From an optimization exercise on the open Yosys and OpenROAD flow, aimed at small area, a short achievable clock period and few clock cycles; shortcuts taken in it are not production practice. At most, simulation tests tie the RTL to the original design; equivalence was not proved. Only the layout flow was run in run 1; the RTL was not checked for function there.

==> flow/design.v, too long to show whole: its modules and the start of the top module <==
// module milestone1: 1411 lines
// module fa_cell: 10 lines
// module ha_cell: 9 lines
module milestone1 (
	input  logic        CLOCK_50_I,
	input  logic        resetn,
	input  logic        ena,
	output logic        done,
	output logic [17:0] SRAM_address,
	output logic [15:0] SRAM_write_data,
	output logic        SRAM_we_n,
	input  logic [15:0] SRAM_read_data
);
  // ...
==> flow/run.sh <==
#!/bin/bash
# synth_recipe.tcl (not shown) runs the flow's synth.tcl, then flattens the netlist and writes it again
# the make line also repeats each setting of config.mk as NAME=value (left out here)
make -C /OpenROAD-flow-scripts/flow DESIGN_CONFIG=/design/flow/config.mk WORK_HOME=/design/flow/orfs CLKGATE_MAP_FILE= SYNTH_SCRIPT=/design/flow/synth_recipe.tcl finish
==> flow/config.mk <==
export PLATFORM = sky130hd
export DESIGN_NAME = milestone1
export DESIGN_NICKNAME = milestone1
export VERILOG_FILES = /design/flow/design.v
export SDC_FILE = /design/flow/constraint.sdc
export NUM_CORES = 4
export LEC_CHECK = 0
export CAP_MARGIN = 20
export CORE_MARGIN = 2
export CORE_UTILIZATION = 40
export SLEW_MARGIN = 20
export SYNTH_HIERARCHICAL = 1
export SYNTH_MINIMUM_KEEP_SIZE = 0
==> flow/constraint.sdc <==
create_clock -name core_clock -period 12.0 [get_ports {CLOCK_50_I}]
set_input_delay 2.4000 -clock core_clock [delete_from_list [all_inputs] [get_ports {CLOCK_50_I}]]
set_output_delay 2.4000 -clock core_clock [all_outputs]
set_load 0.01 [all_outputs]
==> results.toml, run 1 <==
[timing]
max_slew.worst_pin.slew_ns = 1.04
layout_worst_path_cycle_share = 0.348

[floorplanning]
die_area_sq_um = 59300
placementRows = 87

[worst_setup_path]
critical_path_peak_fanout = 15
crit_path_max_incr_delay_ns = 0.48
critPathMostFrequentCell = "sky130_fd_sc_hd__nand4_1"
worst-path-stages = 8
worst_setup_end_kind = "register"
required_time_worst_endpoint_ns = 12.45
worstPathCellList = "clkdlybuf4s50_1 -> a21o_1 -> nand2_1 -> a21oi_2 -> nand4_1 -> nor3_1 -> nand4_1 -> xnor2_1"

[synthesis]
synth_enable_flop_cells = 147
synthCells = 1886
synth.ff_latch_count = 377
yosysSeqAreaShare = 0.407
netlist_area_sq_um = 23000
post_synth_xor_area_fraction = 0.0320
synth_simple_gate_area_frac = 0.0739
synth_fp_nets = 2362
asyncSetResetFlopFracSynth = 0.151
syn_area_per_cell_sq_um = 12.2

[finish]
largest-register = "sr"
mostFrequentLayoutCells = "255 x sky130_fd_sc_hd__fa_1, 202 x sky130_fd_sc_hd__ha_1, 196 x sky130_fd_sc_hd__inv_1, 172 x sky130_fd_sc_hd__dfxtp_1, 166 x sky130_fd_sc_hd__nand2_1"
layout_top_registers = "sr x80, SRAM_address x18, waddr x17"

[min_path]
worst_hold_path.endpoint = "sr[1][5]"

[outcome]
run_status = "timing/DRC/antenna clean"

[global_route]
first_pass_grt_wire_length_mm = 82.6
global_route.overflow_total = 0

[detailed_routing]
num_vias = 13700
finalWirelength_mm = 51.4

[placement]
post-place-cells = 2662
gp_congestion = 0.946
placement.io_buffers = 54

[clock_tree]
max_root_sink_buffers = 3
insertion_delay_to_the_later_sink_of_the_worst_skew_pair_ns = 0.59
cts_repair_resize_count = 0
==> run 2: changes to the inputs <==
--- a/flow/design.v
+++ b/flow/design.v
@@ -3,26 +3,27 @@
 	input  logic        resetn,
 	input  logic        ena,
 	output logic        done,
 	output logic [17:0] SRAM_address,
 	output logic [15:0] SRAM_write_data,
 	output logic        SRAM_we_n,
 	input  logic [15:0] SRAM_read_data
 );
+logic        ena_q;        
 logic        we;           
 logic        run;          
 logic        wen;          
 logic [9:0]  ph;           
 logic [15:0] n;            
 logic [6:0]  q;            
 logic        q0, q1, q2;   
 logic [16:0] waddr;        
 logic start, act, finish;
-assign start  = ena & ~run & ~done;
+assign start  = ena_q & ~run & ~done;
 assign act    = run | start;
 assign finish = run & ph[9] & (n == 16'd19200);
 assign SRAM_we_n = ~we;
 logic k157, k159, k1;      
 logic k158, k0;            
 logic sh;                  
 logic fresh;               
 logic wsel_rg, wsel_br;    
@@ -1227,17 +1228,20 @@
 		ph        <= 10'b1000000000;
 		n         <= 16'hFFFE;
 		q         <= 7'd79;
 		q0        <= 1'b0;
 		q1        <= 1'b0;
 		q2        <= 1'b0;
 		waddr     <= 17'h03E00;
 		we        <= 1'b0;
-	end else if (act) begin
+		ena_q     <= 1'b0;
+	end else begin
+		ena_q <= ena;
+		if (act) begin
 		ph <= {ph[8:0], ph[9]};
 		if (start)
 			run <= 1'b1;
 		if (ph[9]) begin
 			q  <= (q == 7'd79) ? 7'd0 : q + 7'd1;
 			q0 <= (q == 7'd79);
 			q1 <= q0;
 			q2 <= q1;
@@ -1248,16 +1252,17 @@
 			wen <= 1'b1;
 		we <= wen & (ph[2] | ph[3] | ph[4] | ph[6] | ph[7] | ph[8]);
 		if (wen & (ph[2] | ph[3] | ph[4] | ph[6] | ph[7] | ph[8]))
 			waddr <= waddr + 17'd1;
 		if (finish) begin
 			run  <= 1'b0;
 			done <= 1'b1;
 		end
+		end
 	end
 end
 always_ff @(posedge CLOCK_50_I) begin
 	k157    <= (ph[1] | ph[2]) & q0;
 	k159    <= (ph[1] | ph[2]) & q1;
 	k1      <= (ph[1] | ph[2]) & q2;
 	k158    <= (ph[7] | ph[8]) & q0;
 	k0      <= (ph[7] | ph[8]) & q1;
==> results.toml, run 2 <==
[detailed_routing]
route.detailed.drc = 0
detail_route.wl_per_cell_um = 19.5
drt_pre_antenna_iters = 4
num_vias = 13900
avgViaCountPerCell = 5.02
finalWirelength_mm = 53.9
first_iter_violations = 867
drtAntennaViolNets = 0

[finish]
layout.area.seq_sq_um = 9370
flow.area_growth_from_synthesis_pct = 12.0
mostFrequentLayoutCells = "255 x sky130_fd_sc_hd__fa_1, 202 x sky130_fd_sc_hd__ha_1, 192 x sky130_fd_sc_hd__inv_1, 172 x sky130_fd_sc_hd__dfxtp_1, 149 x sky130_fd_sc_hd__nand2_1"
n_fill_cell = 5194
multi_input_gate_area_in_the_final_layout_sq_um = 12800
final_layout_size_suffix_gt1_frac = 0.0734
layout_top_registers = "sr x80, SRAM_address x18, waddr x17"
post-route-util = 0.451
largest-register = "sr"
max_reg_flops = 80
nNetsFinal = 2444
final_cells = 2768
final_common_cell = "sky130_fd_sc_hd__fa_1"

[synthesis]
synthCells = 1910
synth_fp_nets = 2386
yosysSeqAreaShare = 0.405
post-synth-top-area-cell = "sky130_fd_sc_hd__fa_1"
synth.top_cells.by_area = "sky130_fd_sc_hd__fa_1 22%, sky130_fd_sc_hd__edfxtp_1 19%, sky130_fd_sc_hd__dfxtp_1 15%, sky130_fd_sc_hd__ha_1 11%, sky130_fd_sc_hd__dfrtp_1 3.5%"
asyncSetResetFlopFracSynth = 0.153
synth.ff_latch_count = 378
synth.most_common_cell = "sky130_fd_sc_hd__fa_1"
syn_area_per_cell_sq_um = 12.1
netlist_area_sq_um = 23100
ys_warn_count = 9
netlist-cell-type-count = 69
dominantRegCellSynth = "sky130_fd_sc_hd__dfxtp_1"
netlist.area_leader.share = 0.221
synth_enable_flop_cells = 147
synth_top_cells_by_count = "255 x sky130_fd_sc_hd__fa_1, 202 x sky130_fd_sc_hd__ha_1, 192 x sky130_fd_sc_hd__inv_1, 173 x sky130_fd_sc_hd__dfxtp_1, 149 x sky130_fd_sc_hd__nand2_1"

[clock_tree]
cts_repair_resize_count = 0
cts_post_setup_buffers_inserted = 0
clockRootBuffer = "sky130_fd_sc_hd__clkbuf_16"
postCtsHoldBufs = 0
cts_tree = "yes"
cts_sink_count = 378
max_root_sink_buffers = 3
insertion_delay_to_the_later_sink_of_the_worst_skew_pair_ns = 0.59
htree_num_levels = 2
tritoncts.num_buffers = 42
clock_transition_at_the_registers_of_the_reported_paths_ns = 0.07

[placement]
placement.io_buffers = 54
gp_congestion = 0.901
hpwlAfterDp_mm = 42.8
post-place-cells = 2689

[timing]
finalSetupTns_ns = 0
finalSetupViolations = 0
timing.final.hold_violations = 0
max_slew.worst_pin.slew_ns = 1.07
layout_worst_path_cycle_share = 0.329
max_slew_margin = 0.287
fmax_mhz = 253
finalClockSkew_ns = 0.0381
timing_max_transition_violations_final = 0
rsz0062_at_grt = "false"
final.min_clock_period_ns = 3.95

[worst_setup_path]
worst_setup_end_kind = "output pin"
criticalPathCategory = "register to output pin"
critical_path_peak_fanout = 2
ff2ff_setup_slack_ns = 8.22
required_time_worst_endpoint_ns = 9.60
rr_startpoint = "cv[4]"
r2r_cells = 7
r2r_end = "gb_q[6]"
critPathArrivalTime_ns = 1.55
timing.critical_path.from_type = "register"

[min_path]
min-delay-path-class = "register to register"
hold_path_depth = 0
worst_hold_path.endpoint = "sr[9][0]"
holdCritStartpoint = "sr[8][0]"

[global_route]
grtUsageMet1 = 0.238
grt_use_met2 = 0.316
grt.met3_usage = 0.0275
grt-busiest-layer = "met2"
global_route.overflow_total = 0
first_pass_grt_wire_length_mm = 84.9
antenna_found_initial = 3
track_usage = 0.185
vias_in_the_first_global_route = 14900
largest_net_degree_at_the_start_of_global_routing = 81

[outcome]
run_status = "timing/DRC/antenna clean"

[floorplanning]
die-width_um = 244
ios = 55
placementRows = 88
die_area_sq_um = 59700
core_area_sq_um = 57400
initial_utilization = 0.403
die-height_um = 244

[run]
cap_violations = 0
run 2: cell families after synthesis:
group,synth area share
AO/OA/AOI/OAI,0.0827
XOR/XNOR,0.0352
adder cells (fa/ha/maj),0.330
buffers and inverters,0.0395
flip-flops,0.405
multiplexers,0.0355
AND/OR/NAND/NOR,0.0718
run 2: worst max-delay path by stage:
stage,start,endpoint,slack (ns)
5_1_grt,we,SRAM_we_n,7.97
3_5_place_dp,cv[4],gb_q[6],8.26
3_3_place_gp,cv[4],gb_q[6],8.28
6_report,we,SRAM_we_n,8.05
4_1_cts,we,SRAM_we_n,8.00
2_1_floorplan,cu[2],gb_q[6],8.63
run 2: metal layers:
| layer | vias to the layer above | routed length (um) |
|---|---|---|
| li1 | 6592 | - |
| met1 | 6954 | 23700 |
| met2 | 249 | 26200 |
| met3 | 92 | 2000 |
| met4 | 0 | 1930 |
| met5 | - | 0 |
run 2: stage by stage:
stage | cell area [sq um] | setup slack, ns | hold slack, ns
floorplan | 23100 | 8.63 | 0.400
global placement | 24500 | 8.28 | 0.401
detailed placement | 24500 | 8.26 | 0.405
CTS | 25900 | 8.00 | 0.419
global route | 25900 | 7.97 | 0.421
finish | 25900 | 8.05 | 0.408
run 2: layout make-up:
cell class | count | share of cell area
multi-input cells | 1290 | 0.496
inverters | 195 | 0.0283
diodes | 1 | 0.0000967
well taps | 765 | 0.0370
flip-flops and latches | 378 | 0.362
clock inverters | 16 | 0.00546
clock buffers | 62 | 0.0483
repair buffers | 61 | 0.0227
run 2: per-module statistics from Yosys (local to each module, per instance):
| module | times used | cells inside | cell area, sq um |
|---|---|---|---|
| fa_cell | 251 | 1 | 20.0 |
| milestone1 | 1 | 1612 | 17500 |
| ha_cell | 47 | 1 | 12.5 |
run 2: worst max-delay path, stage by stage (launching register included):
cell                              delay (ns)
sky130_fd_sc_hd__dfrtp_1                0.37
sky130_fd_sc_hd__inv_1                  0.06
sky130_fd_sc_hd__clkdlybuf4s50_1        0.53
Testbench counts of run 2, summed over its fixed seeds: cycles 768,092.
==> run 3: changes to the inputs <==
--- a/flow/config.mk
+++ b/flow/config.mk
@@ -7,7 +7,10 @@
 export LEC_CHECK = 0
 export CAP_MARGIN = 20
 export CORE_MARGIN = 2
-export CORE_UTILIZATION = 40
+export CORE_UTILIZATION = 60
+export CTS_CLUSTER_DIAMETER = 100
+export CTS_CLUSTER_SIZE = 25
+export PLACE_DENSITY = 0.7
 export SLEW_MARGIN = 20
 export SYNTH_HIERARCHICAL = 1
 export SYNTH_MINIMUM_KEEP_SIZE = 0
==> results.toml, run 3 <==
[outcome]
run_status = "timing/DRC/antenna clean"

[detailed_routing]
first_iter_violations = 879
finalWirelength_mm = 51.6
detail_route.wl_per_cell_um = 20.9
route.detailed.drc = 0
avgViaCountPerCell = 5.63
drt_pre_antenna_iters = 5
num_vias = 13900
drtAntennaViolNets = 0

[timing]
timing.final.hold_violations = 0
rsz0062_at_grt = "false"
finalWorstSetupSlack_ns = 8.09
finalSetupViolations = 0
final.min_clock_period_ns = 3.91
finalClockSkew_ns = 0.0362
finalSetupTns_ns = 0
layout_worst_path_cycle_share = 0.326
timing_max_transition_violations_final = 0
fmax_mhz = 255
max_slew_margin = 0.319
holdWs_ns = 0.425
max_slew.worst_pin.slew_ns = 1.02

[clock_tree]
htree_num_levels = 1
max_root_sink_buffers = 3
tritoncts.num_buffers = 20
insertion_delay_to_the_later_sink_of_the_worst_skew_pair_ns = 0.57
clock_transition_at_the_registers_of_the_reported_paths_ns = 0.09
cts_post_setup_buffers_inserted = 0
clockRootBuffer = "sky130_fd_sc_hd__clkbuf_16"
cts_tree = "yes"
cts_repair_resize_count = 0
postCtsHoldBufs = 0
cts_sink_count = 378

[min_path]
holdCritStartpoint = "sr[4][7]"
worst_hold_path.endpoint = "sr[5][7]"
min-delay-path-class = "register to register"
hold_path_depth = 0

[finish]
final_layout_size_suffix_gt1_frac = 0.0567
post-route-cell-area_sq_um = 24800
number_of_inserted_diodes = 0
post-route-util = 0.655
largest-register = "sr"
mostFrequentLayoutCells = "255 x sky130_fd_sc_hd__fa_1, 202 x sky130_fd_sc_hd__ha_1, 192 x sky130_fd_sc_hd__inv_1, 172 x sky130_fd_sc_hd__dfxtp_1, 149 x sky130_fd_sc_hd__nand2_1"
nNetsFinal = 2421
final_cells = 2470
n_fill_cell = 2957
max_reg_flops = 80
layout_top_registers = "sr x80, SRAM_address x18, waddr x17"
final_common_cell = "sky130_fd_sc_hd__fa_1"
flow.area_growth_from_synthesis_pct = 7.30

[floorplanning]
die_area_sq_um = 40100
core_area_sq_um = 37800
initial_utilization = 0.611
die-width_um = 200
die-height_um = 200
ios = 55
placementRows = 71

[worst_setup_path]
worstPathCellList = "inv_1 -> clkdlybuf4s50_1"
criticalPathCategory = "register to output pin"
timing.critical_path.from_type = "register"
critical_path_peak_fanout = 2
ff2ff_setup_slack_ns = 8.31
slowest_stage = "sky130_fd_sc_hd__clkdlybuf4s50_1"
required_time_worst_endpoint_ns = 9.60
r2r_cells = 7
r2r_end = "gb_q[6]"
crit_path_max_incr_delay_ns = 0.52
rr_startpoint = "cu[7]"
worst_setup_end_kind = "output pin"
critPathArrivalTime_ns = 1.51

[synthesis]
synth_top_cells_by_count = "255 x sky130_fd_sc_hd__fa_1, 202 x sky130_fd_sc_hd__ha_1, 192 x sky130_fd_sc_hd__inv_1, 173 x sky130_fd_sc_hd__dfxtp_1, 149 x sky130_fd_sc_hd__nand2_1"
asyncSetResetFlopFracSynth = 0.153
dominantRegCellSynth = "sky130_fd_sc_hd__dfxtp_1"
netlist-cell-type-count = 69
yosysSeqAreaShare = 0.405
netlist.area_leader.share = 0.221
synth_enable_flop_cells = 147
post-synth-top-area-cell = "sky130_fd_sc_hd__fa_1"
syn_area_per_cell_sq_um = 12.1
synthCells = 1910
synth_fp_nets = 2386
ys_warn_count = 9
synth.top_cells.by_area = "sky130_fd_sc_hd__fa_1 22%, sky130_fd_sc_hd__edfxtp_1 19%, sky130_fd_sc_hd__dfxtp_1 15%, sky130_fd_sc_hd__ha_1 11%, sky130_fd_sc_hd__dfrtp_1 3.5%"
netlist_area_sq_um = 23100
synth.most_common_cell = "sky130_fd_sc_hd__fa_1"
synth.ff_latch_count = 378

[global_route]
track_usage = 0.268
vias_in_the_first_global_route = 14900
global_route.overflow_total = 0
antenna_found_initial = 0
largest_net_degree_at_the_start_of_global_routing = 81
first_pass_grt_wire_length_mm = 83.6

[run]
cap_violations = 0

[placement]
setup_slack_after_placement_ns = 8.34
hpwlAfterDp_mm = 41.6
gp_congestion = 0.960
post-place-cells = 2434
placement.io_buffers = 54
placed_area_sq_um = 24200
-- run 3: cell counts after synthesis --
No cell type changed its count.
-- run 3: worst max path at each step --
stage	start	endpoint	slack [ns]
after global routing	we	SRAM_we_n	7.99
after floorplan	cu[2]	gb_q[6]	8.63
final	we	SRAM_we_n	8.09
after global placement	cu[7]	gb_q[6]	8.40
after CTS	we	SRAM_we_n	8.05
after detailed placement	cu[7]	gb_q[6]	8.34
-- run 3: logic make-up after synthesis --
group,share of synthesized area
compound gates,0.0827
xor+xnor,0.0352
fa+ha+maj,0.330
buf+inv,0.0395
flops,0.405
mux,0.0355
simple gates,0.0718
-- run 3: Yosys stat by module (local to each module, per instance) --
module      area (sq um)  cells  flops+latches
milestone1         17500   1612            378
ha_cell             12.5      1              0
fa_cell             20.0      1              0
-- run 3: final cells by class --
cell class | count | area (sq um) | area share
clock inverter | 5 | 91.3 | 0.00368
multi-input combinational | 1290 | 12800 | 0.518
tap | 511 | 639 | 0.0258
inverter | 195 | 732 | 0.0295
clock buffer | 31 | 542 | 0.0218
timing repair buffer | 60 | 581 | 0.0234
sequential | 378 | 9370 | 0.378
-- run 3: critical path, delay by kind of cell (launching register included) --
kind | cells | cell delay, ns
flip-flops | 1 | 0.39
buffers and inverters | 2 | 0.57
-- run 3: metal layers --
metal | global-route usage | wire, um | share of wire
met5 | 0 | 0 | 0
met2 | 0.461 | 25600 | 0.50
met3 | 0.0286 | 1960 | 0.038
met1 | 0.361 | 22300 | 0.43
met4 | 0.0796 | 1710 | 0.033
==> run 4: changes to the inputs <==
==> flow/flow/run.sh (new file) <==
#!/bin/bash
# Layout flow: the standard layout (standard.sh, with config.mk's settings),
# asking its timing repairs for a larger setup margin so that they also speed up
# paths that already meet the 12 ns clock.  make's output goes to flow.log; each
# ORFS step keeps its own log under orfs/logs/.
set -euo pipefail
bash standard.sh SETUP_SLACK_MARGIN=8.5 finish > flow.log 2>&1
==> flow/standard.sh (new file) <==
#!/bin/bash
# synth_recipe.tcl (not shown) runs the flow's synth.tcl, then flattens the netlist and writes it again
# the make line also repeats each setting of config.mk as NAME=value (left out here)
make -C /OpenROAD-flow-scripts/flow DESIGN_CONFIG=/design/flow/config.mk WORK_HOME=/design/flow/orfs CLKGATE_MAP_FILE= SYNTH_SCRIPT=/design/flow/synth_recipe.tcl "${@:-finish}"
removed: flow/run.sh
==> results.toml, run 4 <==
[outcome]
run_status = "timing/DRC/antenna clean"

[floorplanning]
ios = 55
initial_utilization = 0.611
die-width_um = 200
core_area_sq_um = 37800
die_area_sq_um = 40100
placementRows = 71
die-height_um = 200

[synthesis]
synth.top_cells.by_area = "sky130_fd_sc_hd__fa_1 22%, sky130_fd_sc_hd__edfxtp_1 19%, sky130_fd_sc_hd__dfxtp_1 15%, sky130_fd_sc_hd__ha_1 11%, sky130_fd_sc_hd__dfrtp_1 3.5%"
synthCells = 1910
netlist_area_sq_um = 23100
netlist-cell-type-count = 69
syn_area_per_cell_sq_um = 12.1
dominantRegCellSynth = "sky130_fd_sc_hd__dfxtp_1"
synth_fp_nets = 2386
synth.most_common_cell = "sky130_fd_sc_hd__fa_1"
synth_enable_flop_cells = 147
yosysSeqAreaShare = 0.405
synth_top_cells_by_count = "255 x sky130_fd_sc_hd__fa_1, 202 x sky130_fd_sc_hd__ha_1, 192 x sky130_fd_sc_hd__inv_1, 173 x sky130_fd_sc_hd__dfxtp_1, 149 x sky130_fd_sc_hd__nand2_1"
ys_warn_count = 9
synth.ff_latch_count = 378
asyncSetResetFlopFracSynth = 0.153
netlist.area_leader.share = 0.221
post-synth-top-area-cell = "sky130_fd_sc_hd__fa_1"

[finish]
number_of_inserted_diodes = 0
post-route-cell-area_sq_um = 25100
final_common_cell = "sky130_fd_sc_hd__fa_1"
post-route-util = 0.663
nNetsFinal = 2476
mostFrequentLayoutCells = "254 x sky130_fd_sc_hd__fa_1, 202 x sky130_fd_sc_hd__ha_1, 183 x sky130_fd_sc_hd__inv_1, 161 x sky130_fd_sc_hd__dfxtp_1, 149 x sky130_fd_sc_hd__nand2_1"
flow.area_growth_from_synthesis_pct = 8.50
max_reg_flops = 80
largest-register = "sr"
layout_top_registers = "sr x80, SRAM_address x18, waddr x17"
final_layout_size_suffix_gt1_frac = 0.111

[worst_setup_path]
worstPathCellList = "clkinvlp_4 -> fa_1 -> fa_1 -> fa_1 -> fa_1 -> fa_1"
r2r_end = "bb_q[3]"
r2r_cells = 6
critical_path_peak_fanout = 8
crit_path_max_incr_delay_ns = 0.63
ff2ff_setup_slack_ns = 8.48
criticalPathCategory = "register to register"
critPathTopFamily = "adder cells"
critPathMostFrequentCell = "sky130_fd_sc_hd__fa_1"
worst_setup_end_kind = "register"
timing.critical_path.from_type = "register"
required_time_worst_endpoint_ns = 12.42
rr_startpoint = "cu[8]"
crit_buf_inv = 1
slowest_stage = "sky130_fd_sc_hd__edfxtp_1"
critPathArrivalTime_ns = 3.94

[min_path]
holdCritStartpoint = "sr[8][4]"
hold_path_depth = 0
min-delay-path-class = "register to register"
worst_hold_path.endpoint = "sr[9][4]"

[clock_tree]
clock_transition_at_the_registers_of_the_reported_paths_ns = 0.11
postCtsHoldBufs = 0
max_root_sink_buffers = 3
tritoncts.num_buffers = 20
htree_num_levels = 1
cts_tree = "yes"
insertion_delay_to_the_later_sink_of_the_worst_skew_pair_ns = 0.57
clockRootBuffer = "sky130_fd_sc_hd__clkbuf_16"
cts_sink_count = 378

[timing]
finalClockSkew_ns = 0.0375
max_slew_margin = 0.315
rsz0062_at_grt = "true"
fmax_mhz = 284
finalSetupTns_ns = 0
finalSetupViolations = 0
timing.final.hold_violations = 0
timing_max_transition_violations_final = 0
max_slew.worst_pin.slew_ns = 1.02
final.min_clock_period_ns = 3.52
layout_worst_path_cycle_share = 0.293
holdWs_ns = 0.422

[global_route]
vias_in_the_first_global_route = 14900
first_pass_grt_wire_length_mm = 84.4
antenna_found_initial = 0
track_usage = 0.271
global_route.overflow_total = 0
largest_net_degree_at_the_start_of_global_routing = 81

[placement]
placement.io_buffers = 54
hpwlAfterDp_mm = 41.6
placed_area_sq_um = 24200
gp_congestion = 0.960

[detailed_routing]
route.detailed.drc = 0
finalWirelength_mm = 52.7
drt_pre_antenna_iters = 5
num_vias = 14100
first_iter_violations = 918
drtAntennaViolNets = 0
detail_route.wl_per_cell_um = 20.9
avgViaCountPerCell = 5.60

[run]
cap_violations = 0
run 4: cell count changes in the layout (fill, tap and decap cells not counted), moves of 8 or more:
cell                              delta
sky130_fd_sc_hd__dfxtp_2            +11
sky130_fd_sc_hd__inv_1               -9
sky130_fd_sc_hd__clkdlybuf4s50_1    -36
sky130_fd_sc_hd__buf_4              +55
sky130_fd_sc_hd__clkinvlp_4          +8
sky130_fd_sc_hd__buf_2              +35
sky130_fd_sc_hd__dfxtp_1            -11
run 4: how the worst max path moves through the flow:
stage               depth (start not counted)   endpoint   from
floorplan                                   7    gb_q[6]  cu[2]
finish                                      6    bb_q[3]  cu[8]
global route                                2  SRAM_we_n     we
CTS                                         2  SRAM_we_n     we
detailed placement                          7    gb_q[6]  cu[7]
global placement                            7    gb_q[6]  cu[7]
run 4: cell families after synthesis:
family                   Yosys count  synth area share
XOR/XNOR                          93            0.0352
multiplexers                      78            0.0355
AO/OA/AOI/OAI                    302            0.0827
flip-flops                       378             0.405
adder cells (fa/ha/maj)          457             0.330
AND/OR/NAND/NOR                  360            0.0718
buffers and inverters            242            0.0395
run 4: final cells by class:
class	count	area, sq um
multi-input combinational	1290	12900
fill	2947	12800
sequential	378	9380
timing repair buffer	115	813
inverter	195	762
tap	511	639
clock buffer	31	542
clock inverter	5	91.3
run 4: repair_timing:
action | in CTS | in global routing
endpoints found under the setup margin | 45 | 16
gates resized for setup | 143 | 21
buffers inserted | 16 | 39
pin swaps | 0 | 1
run 4: per-stage QoR:
| stage | std cells | worst slack (ns) |
|---|---|---|
| after floorplan | 1910 | 8.63 |
| after global placement | 2434 | 8.40 |
| after detailed placement | 2434 | 8.34 |
| after CTS | 2486 | 8.47 |
| after global routing | 2525 | 8.40 |
| final | 2525 | 8.48 |
run 4: routing by layer:
| layer | routed length, um | track usage |
|---|---|---|
| met3 | 2210 | 0.0299 |
| met4 | 1860 | 0.0831 |
| met5 | 0 | 0 |
| met2 | 26000 | 0.463 |
| met1 | 22600 | 0.366 |
run 4: per-module statistics from Yosys, one instance, submodules excluded:
| module | flip-flops and latches | times used |
|---|---|---|
| ha_cell | 0 | 47 |
| milestone1 | 378 | 1 |
| fa_cell | 0 | 251 |
==> run 5: changes to the inputs <==
--- a/flow/flow/run.sh
+++ b/flow/flow/run.sh
@@ -4,4 +4,4 @@
 # paths that already meet the 12 ns clock.  make's output goes to flow.log; each
 # ORFS step keeps its own log under orfs/logs/.
 set -euo pipefail
-bash standard.sh SETUP_SLACK_MARGIN=8.5 finish > flow.log 2>&1
+bash standard.sh SETUP_SLACK_MARGIN=8.7 finish > flow.log 2>&1
==> results.toml, run 5 <==
[global_route]
antenna_found_initial = 2
vias_in_the_first_global_route = 14800
largest_net_degree_at_the_start_of_global_routing = 81
track_usage = 0.272
first_pass_grt_wire_length_mm = 84.0
global_route.overflow_total = 0

[finish]
n_fill_cell = 2893
layout_top_registers = "sr x80, SRAM_address x18, waddr x17"
nNetsFinal = 2500
mostFrequentLayoutCells = "235 x sky130_fd_sc_hd__fa_1, 202 x sky130_fd_sc_hd__ha_1, 172 x sky130_fd_sc_hd__inv_1, 150 x sky130_fd_sc_hd__dfxtp_1, 149 x sky130_fd_sc_hd__nand2_1"
final_common_cell = "sky130_fd_sc_hd__fa_1"
max_reg_flops = 80
number_of_inserted_diodes = 0
largest-register = "sr"
final_layout_size_suffix_gt1_frac = 0.141
flow.area_growth_from_synthesis_pct = 9.81

[outcome]
run_status = "timing/DRC/antenna clean"

[synthesis]
synth_fp_nets = 2386
synth_top_cells_by_count = "255 x sky130_fd_sc_hd__fa_1, 202 x sky130_fd_sc_hd__ha_1, 192 x sky130_fd_sc_hd__inv_1, 173 x sky130_fd_sc_hd__dfxtp_1, 149 x sky130_fd_sc_hd__nand2_1"
synth.top_cells.by_area = "sky130_fd_sc_hd__fa_1 22%, sky130_fd_sc_hd__edfxtp_1 19%, sky130_fd_sc_hd__dfxtp_1 15%, sky130_fd_sc_hd__ha_1 11%, sky130_fd_sc_hd__dfrtp_1 3.5%"
post_synth_xor_area_fraction = 0.0352
netlist.area_leader.share = 0.221
synthAdderAreaFrac = 0.330
synth.ff_latch_count = 378
netlist_area_sq_um = 23100
post-synth-top-area-cell = "sky130_fd_sc_hd__fa_1"
synth-compound-area-share = 0.0827
synth.area.mux_share = 0.0355
asyncSetResetFlopFracSynth = 0.153
synth_top_family_by_area = "adder cells"
netlist-cell-type-count = 69
synthCells = 1910
synth.most_common_cell = "sky130_fd_sc_hd__fa_1"
dominantRegCellSynth = "sky130_fd_sc_hd__dfxtp_1"
ys_warn_count = 9
syn_area_per_cell_sq_um = 12.1
yosysSeqAreaShare = 0.405
synth_enable_flop_cells = 147
synth_simple_gate_area_frac = 0.0718

[detailed_routing]
drt_pre_antenna_iters = 5
avgViaCountPerCell = 5.62
first_iter_violations = 1126
route.detailed.drc = 0
detail_route.wl_per_cell_um = 21.0
drtAntennaViolNets = 0
finalWirelength_mm = 53.5
num_vias = 14300

[placement]
gp_congestion = 0.934
placement.io_buffers = 54
hpwlAfterDp_mm = 41.2
setup_slack_after_placement_ns = 8.32

[min_path]
hold_path_depth = 0
holdCritStartpoint = "sr[0][4]"
worst_hold_path.endpoint = "sr[1][4]"
min-delay-path-class = "register to register"

[clock_tree]
tritoncts.num_buffers = 19
cts_tree = "yes"
clockRootBuffer = "sky130_fd_sc_hd__clkbuf_16"
clock_transition_at_the_registers_of_the_reported_paths_ns = 0.10
cts_sink_count = 378
htree_num_levels = 1
postCtsHoldBufs = 0
insertion_delay_to_the_later_sink_of_the_worst_skew_pair_ns = 0.55
max_root_sink_buffers = 3

[worst_setup_path]
timing.critical_path.from_type = "register"
criticalPathCategory = "register to output pin"
slowest_stage = "sky130_fd_sc_hd__dfrtp_1"
ff2ff_setup_slack_ns = 8.73
critical_path_peak_fanout = 2
r2r_end = "gb_q[6]"
crit_path_max_incr_delay_ns = 0.39
required_time_worst_endpoint_ns = 9.60
worstPathCellList = "inv_1 -> buf_2"
r2r_cells = 7
critPathArrivalTime_ns = 1.09
rr_startpoint = "cy[6]"
worst_setup_end_kind = "output pin"

[timing]
layout_worst_path_cycle_share = 0.291
final.min_clock_period_ns = 3.49
timing.final.hold_violations = 0
timing_max_transition_violations_final = 0
fmax_mhz = 286
finalClockSkew_ns = 0.0199
finalSetupViolations = 0
finalSetupTns_ns = 0
rsz0062_at_grt = "true"
max_slew.worst_pin.slew_ns = 1.12
max_slew_margin = 0.250
finalWorstSetupSlack_ns = 8.51

[floorplanning]
die_area_sq_um = 40100
die-width_um = 200
ios = 55
die-height_um = 200
placementRows = 71
core_area_sq_um = 37800
initial_utilization = 0.611

[run]
cap_violations = 0
run 5: cell count changes in the layout (fill, tap and decap cells not counted), sizes merged:
cell      change
bufinv        -1
inv           -4
clkinv        -2
buf          +26
clkinvlp      +4
run 5: how the worst max path moves through the flow:
stage                      from   endpoint  slack (ns)  depth (start not counted)
final                        we  SRAM_we_n        8.51                          2
after global routing         we  SRAM_we_n        8.46                          2
after CTS                    we  SRAM_we_n        8.49                          2
after detailed placement  cu[1]    gb_q[6]        8.32                          7
after global placement    cu[1]    gb_q[6]        8.38                          7
after floorplan           cu[7]    gb_q[6]        8.74                          7
run 5: final cells by class:
type,instances,area [sq um],share of cell area
multi-input cells,1290,12900,0.509
flip-flops and latches,378,9400,0.370
repair buffers,140,1090,0.0429
inverters,195,777,0.0306
well taps,511,639,0.0252
clock buffers,32,534,0.0211
clock inverters,2,28.8,0.00113
run 5: per-stage QoR:
| stage | cells | area, sq um | util | hold slack (ns) |
|---|---|---|---|---|
| after floorplan | 1910 | 23100 | - | 0.400 |
| after global placement | 2434 | 24200 | 0.639 | 0.401 |
| after detailed placement | 2434 | 24200 | 0.639 | 0.406 |
| after CTS | 2514 | 25000 | 0.660 | 0.430 |
| after global routing | 2548 | 25400 | 0.671 | 0.433 |
| final | 2548 | 25400 | 0.671 | 0.427 |
run 5: Yosys stat by module, one instance, submodules excluded:
module | flops+latches | cells
milestone1 | 378 | 1612
fa_cell | 0 | 1
ha_cell | 0 | 1
run 5: what timing repair did:
action	in CTS	in global routing
setup endpoints to repair	60	49
gates resized for setup	167	56
endpoints found under the hold margin	0	0
pin swaps	2	6
setup buffers	46	34
run 5: kinds of logic (layout without fill, tap and decap cells):
| kind of cell | after synthesis | in the layout |
|---|---|---|
| AOI/OAI and AO/OA | 302 | 302 |
| xor gates and xnor gates | 93 | 93 |
| adders and majority gates | 457 | 457 |
| buffers and inverters | 242 | 369 |
| DFF | 378 | 378 |
| muxes | 78 | 78 |
| and+or+nand+nor | 360 | 360 |
run 5: per-layer routing:
metal  wire length, um  vias up  global-route usage
li1                  -     6681                   -
met1             22700     7163               0.367
met2             26600      379               0.468
met3              2260       99              0.0291
met4              1910        0              0.0810
met5                 0        -                   0
run 5: worst max-delay path: cells and delay by family, from the launching register on:
family	cells	cell delay (ns)
DFF	1	0.39
buffers and inverters	2	0.17
==> run 6: changes to the inputs <==
==> flow/flow/run.sh (replaced) <==
#!/bin/bash
# Layout flow: the standard layout (standard.sh, with config.mk's settings),
# with buf_2 cells as the port buffers and a larger setup margin for the timing
# repairs, so that they also speed up paths that already meet the 12 ns clock.
# make's output goes to flow.log; each ORFS step keeps its own log under orfs/logs/.
set -euo pipefail
bash standard.sh "BUFFER_PORTS_ARGS=-buffer_cell sky130_fd_sc_hd__buf_2" SETUP_SLACK_MARGIN=8.55 finish > flow.log 2>&1
==> results.toml, run 6 <==
[worst_setup_path]
timing.critical_path.from_type = "register"
worst_setup_end_kind = "output pin"
r2r_end = "bb_q[3]"
required_time_worst_endpoint_ns = 9.60
crit_buf_inv = 2
endpoint = "SRAM_we_n"
worst-path-stages = 2
critical_path_peak_fanout = 2
critPathArrivalTime_ns = 1.14
rr_startpoint = "cu[8]"
timing.critical_path.from = "we"
critPathTopFamily = "flip-flops"
criticalPathCategory = "register to output pin"
ff2ff_setup_slack_ns = 8.61
crit_path_max_incr_delay_ns = 0.41
r2r_cells = 6
worstPathCellList = "inv_2 -> buf_6"
slowest_stage = "sky130_fd_sc_hd__dfrtp_1"

[synthesis]
asyncSetResetFlopFracSynth = 0.153
synth.top_cells.by_area = "sky130_fd_sc_hd__fa_1 22%, sky130_fd_sc_hd__edfxtp_1 19%, sky130_fd_sc_hd__dfxtp_1 15%, sky130_fd_sc_hd__ha_1 11%, sky130_fd_sc_hd__dfrtp_1 3.5%"
synth.most_common_cell = "sky130_fd_sc_hd__fa_1"
synth_fp_nets = 2386
synth.ff_latch_count = 378
ys_warn_count = 9
syn_area_per_cell_sq_um = 12.1
netlist_area_sq_um = 23100
dominantRegCellSynth = "sky130_fd_sc_hd__dfxtp_1"
netlist-cell-type-count = 69
synth_enable_flop_cells = 147
synthCells = 1910
post-synth-top-area-cell = "sky130_fd_sc_hd__fa_1"
yosysSeqAreaShare = 0.405
netlist.area_leader.share = 0.221
synth_top_cells_by_count = "255 x sky130_fd_sc_hd__fa_1, 202 x sky130_fd_sc_hd__ha_1, 192 x sky130_fd_sc_hd__inv_1, 173 x sky130_fd_sc_hd__dfxtp_1, 149 x sky130_fd_sc_hd__nand2_1"

[finish]
mostFrequentLayoutCells = "252 x sky130_fd_sc_hd__fa_1, 202 x sky130_fd_sc_hd__ha_1, 179 x sky130_fd_sc_hd__inv_1, 169 x sky130_fd_sc_hd__dfxtp_1, 149 x sky130_fd_sc_hd__nand2_1"
final_common_cell = "sky130_fd_sc_hd__fa_1"
flow.area_growth_from_synthesis_pct = 8.11
final_layout_size_suffix_gt1_frac = 0.119
max_reg_flops = 80
number_of_inserted_diodes = 0
nNetsFinal = 2481
layout_top_registers = "sr x80, SRAM_address x18, waddr x17"
post-route-cell-area_sq_um = 25000
largest-register = "sr"

[clock_tree]
tritoncts.num_buffers = 19
cts_sink_count = 378
max_root_sink_buffers = 3
cts_tree = "yes"
postCtsHoldBufs = 0
clockRootBuffer = "sky130_fd_sc_hd__clkbuf_16"
insertion_delay_to_the_later_sink_of_the_worst_skew_pair_ns = 0.55
clock_transition_at_the_registers_of_the_reported_paths_ns = 0.10
htree_num_levels = 1

[floorplanning]
die-height_um = 200
initial_utilization = 0.611
ios = 55
placementRows = 71
die_area_sq_um = 40100
core_area_sq_um = 37800
die-width_um = 200

[timing]
max_slew_margin = 0.291
finalClockSkew_ns = 0.0253
rsz0062_at_grt = "true"
fmax_mhz = 283
layout_worst_path_cycle_share = 0.295
final.min_clock_period_ns = 3.54
max_slew.worst_pin.slew_ns = 1.06
finalSetupViolations = 0
timing_max_transition_violations_final = 0
timing.final.hold_violations = 0
finalSetupTns_ns = 0
finalWorstSetupSlack_ns = 8.46

[placement]
hpwlAfterDp_mm = 42.1
setup_slack_after_placement_ns = 8.30
placement.io_buffers = 54
gp_congestion = 0.954
placed_area_sq_um = 23900

[global_route]
vias_in_the_first_global_route = 15100
largest_net_degree_at_the_start_of_global_routing = 81
antenna_found_initial = 1
track_usage = 0.272
global_route.overflow_total = 0
first_pass_grt_wire_length_mm = 84.0

[detailed_routing]
detail_route.wl_per_cell_um = 20.9
avgViaCountPerCell = 5.62
first_iter_violations = 798
route.detailed.drc = 0
drtAntennaViolNets = 0
num_vias = 14200
finalWirelength_mm = 52.9
drt_pre_antenna_iters = 5

[run]
cap_violations = 0

[min_path]
min-delay-path-class = "register to register"

[outcome]
run_status = "timing/DRC/antenna clean"
## run 6: worst min-delay path by stage
stage          cells past startpoint  slack, ns  startpoint       end
2_1_floorplan                      0       0.40    sr[0][0]  sr[1][0]
3_3_place_gp                       0       0.40    sr[2][3]  sr[3][3]
3_5_place_dp                       0       0.40    sr[2][0]  sr[3][0]
4_1_cts                            0       0.42    sr[8][4]  sr[9][4]
5_1_grt                            0       0.43    sr[2][0]  sr[3][0]
6_report                           0       0.42    sr[8][4]  sr[9][4]
## run 6: cells by family after synthesis
logic type	Yosys count	synth area share
buffers and inverters	242	0.0395
AO/OA/AOI/OAI	302	0.0827
flip-flops	378	0.405
AND/OR/NAND/NOR	360	0.0718
adder cells (fa/ha/maj)	457	0.330
multiplexers	78	0.0355
XOR/XNOR	93	0.0352
## run 6: final cells by class
cell class              count  area, sq um
fillers                  2926        12900
multi-input cells        1290        12900
flip-flops and latches    378         9370
repair buffers            121          792
inverters                 195          773
well taps                 511          639
clock buffers              31          531
clock inverters             3         31.3
## run 6: per-layer routing
| layer | share of wire | track usage | vias up | wire length, um |
|---|---|---|---|---|
| met5 | 0.00023 | 0 | - | 12 |
| met4 | 0.042 | 0.102 | 2 | 2200 |
| met3 | 0.049 | 0.0467 | 106 | 2570 |
| met2 | 0.49 | 0.461 | 356 | 25900 |
| met1 | 0.42 | 0.353 | 7092 | 22200 |
| li1 | - | - | 6646 | - |
## run 6: per-module statistics from Yosys (local to each module, per instance)
| module | times used | area, sq um | flip-flops and latches | cells |
|---|---|---|---|---|
| fa_cell | 251 | 20.0 | 0 | 1 |
| ha_cell | 47 | 12.5 | 0 | 1 |
| milestone1 | 1 | 17500 | 378 | 1612 |
## run 6: per-stage QoR
stage	hold slack [ns]	cells	util
after global routing	0.434	2529	0.660
after detailed placement	0.405	2432	0.631
after global placement	0.400	2432	0.631
final	0.420	2529	0.660
after floorplan	0.400	1910	-
after CTS	0.421	2492	0.652
## run 6: what timing repair did
| action | in CTS | in global routing |
|---|---|---|
| pin swaps | 0 | 1 |
| gates cloned | 0 | 0 |
| gates resized for setup | 8 | 13 |
| setup buffers | 26 | 37 |
| hold endpoints to repair | 0 | 0 |
| setup endpoints to repair | 13 | 13 |

afterwards: timing with drivers on the ports:
The results above use ideal ports. As a check the final layouts listed here were re-extracted and re-timed, cells and wires unchanged.
Step 1 assumes that a clkbuf_16 drives the clock port and a buf_2 every other input.
Step 2 times the ports against the registers' clock, not the clock port: input delays grow and output delays shrink by t, the midpoint of the rising clock arrivals with the driver on.
a / b / c = no drivers / after step 1 / after step 2; a / b = the first two.
run | t (ns) | setup slack, ns | worst setup path at the end | pins driven straight from the clock port
run 1 | 0.629 | 7.829 / 7.870 / 7.241 | input to register | 1
run 2 | 0.635 | 8.054 / 7.995 / 8.218 | register to register | 1
run 3 | 0.607 | 8.086 / 8.027 / 8.313 | register to register | 1
run 4 | 0.607 | 8.485 / 8.444 / 8.428 | input to register | 1
run 5 | 0.594 | 8.506 / 8.450 / 8.436 | input to register | 1
run 6 | 0.592 | 8.461 / 8.405 / 8.611 | register to register | 1
After both steps setup and hold are still met in every run listed. For run 1, which loses most, drivers alone change the setup slack by +0.041 ns; drivers and shift together by -0.588 ns.
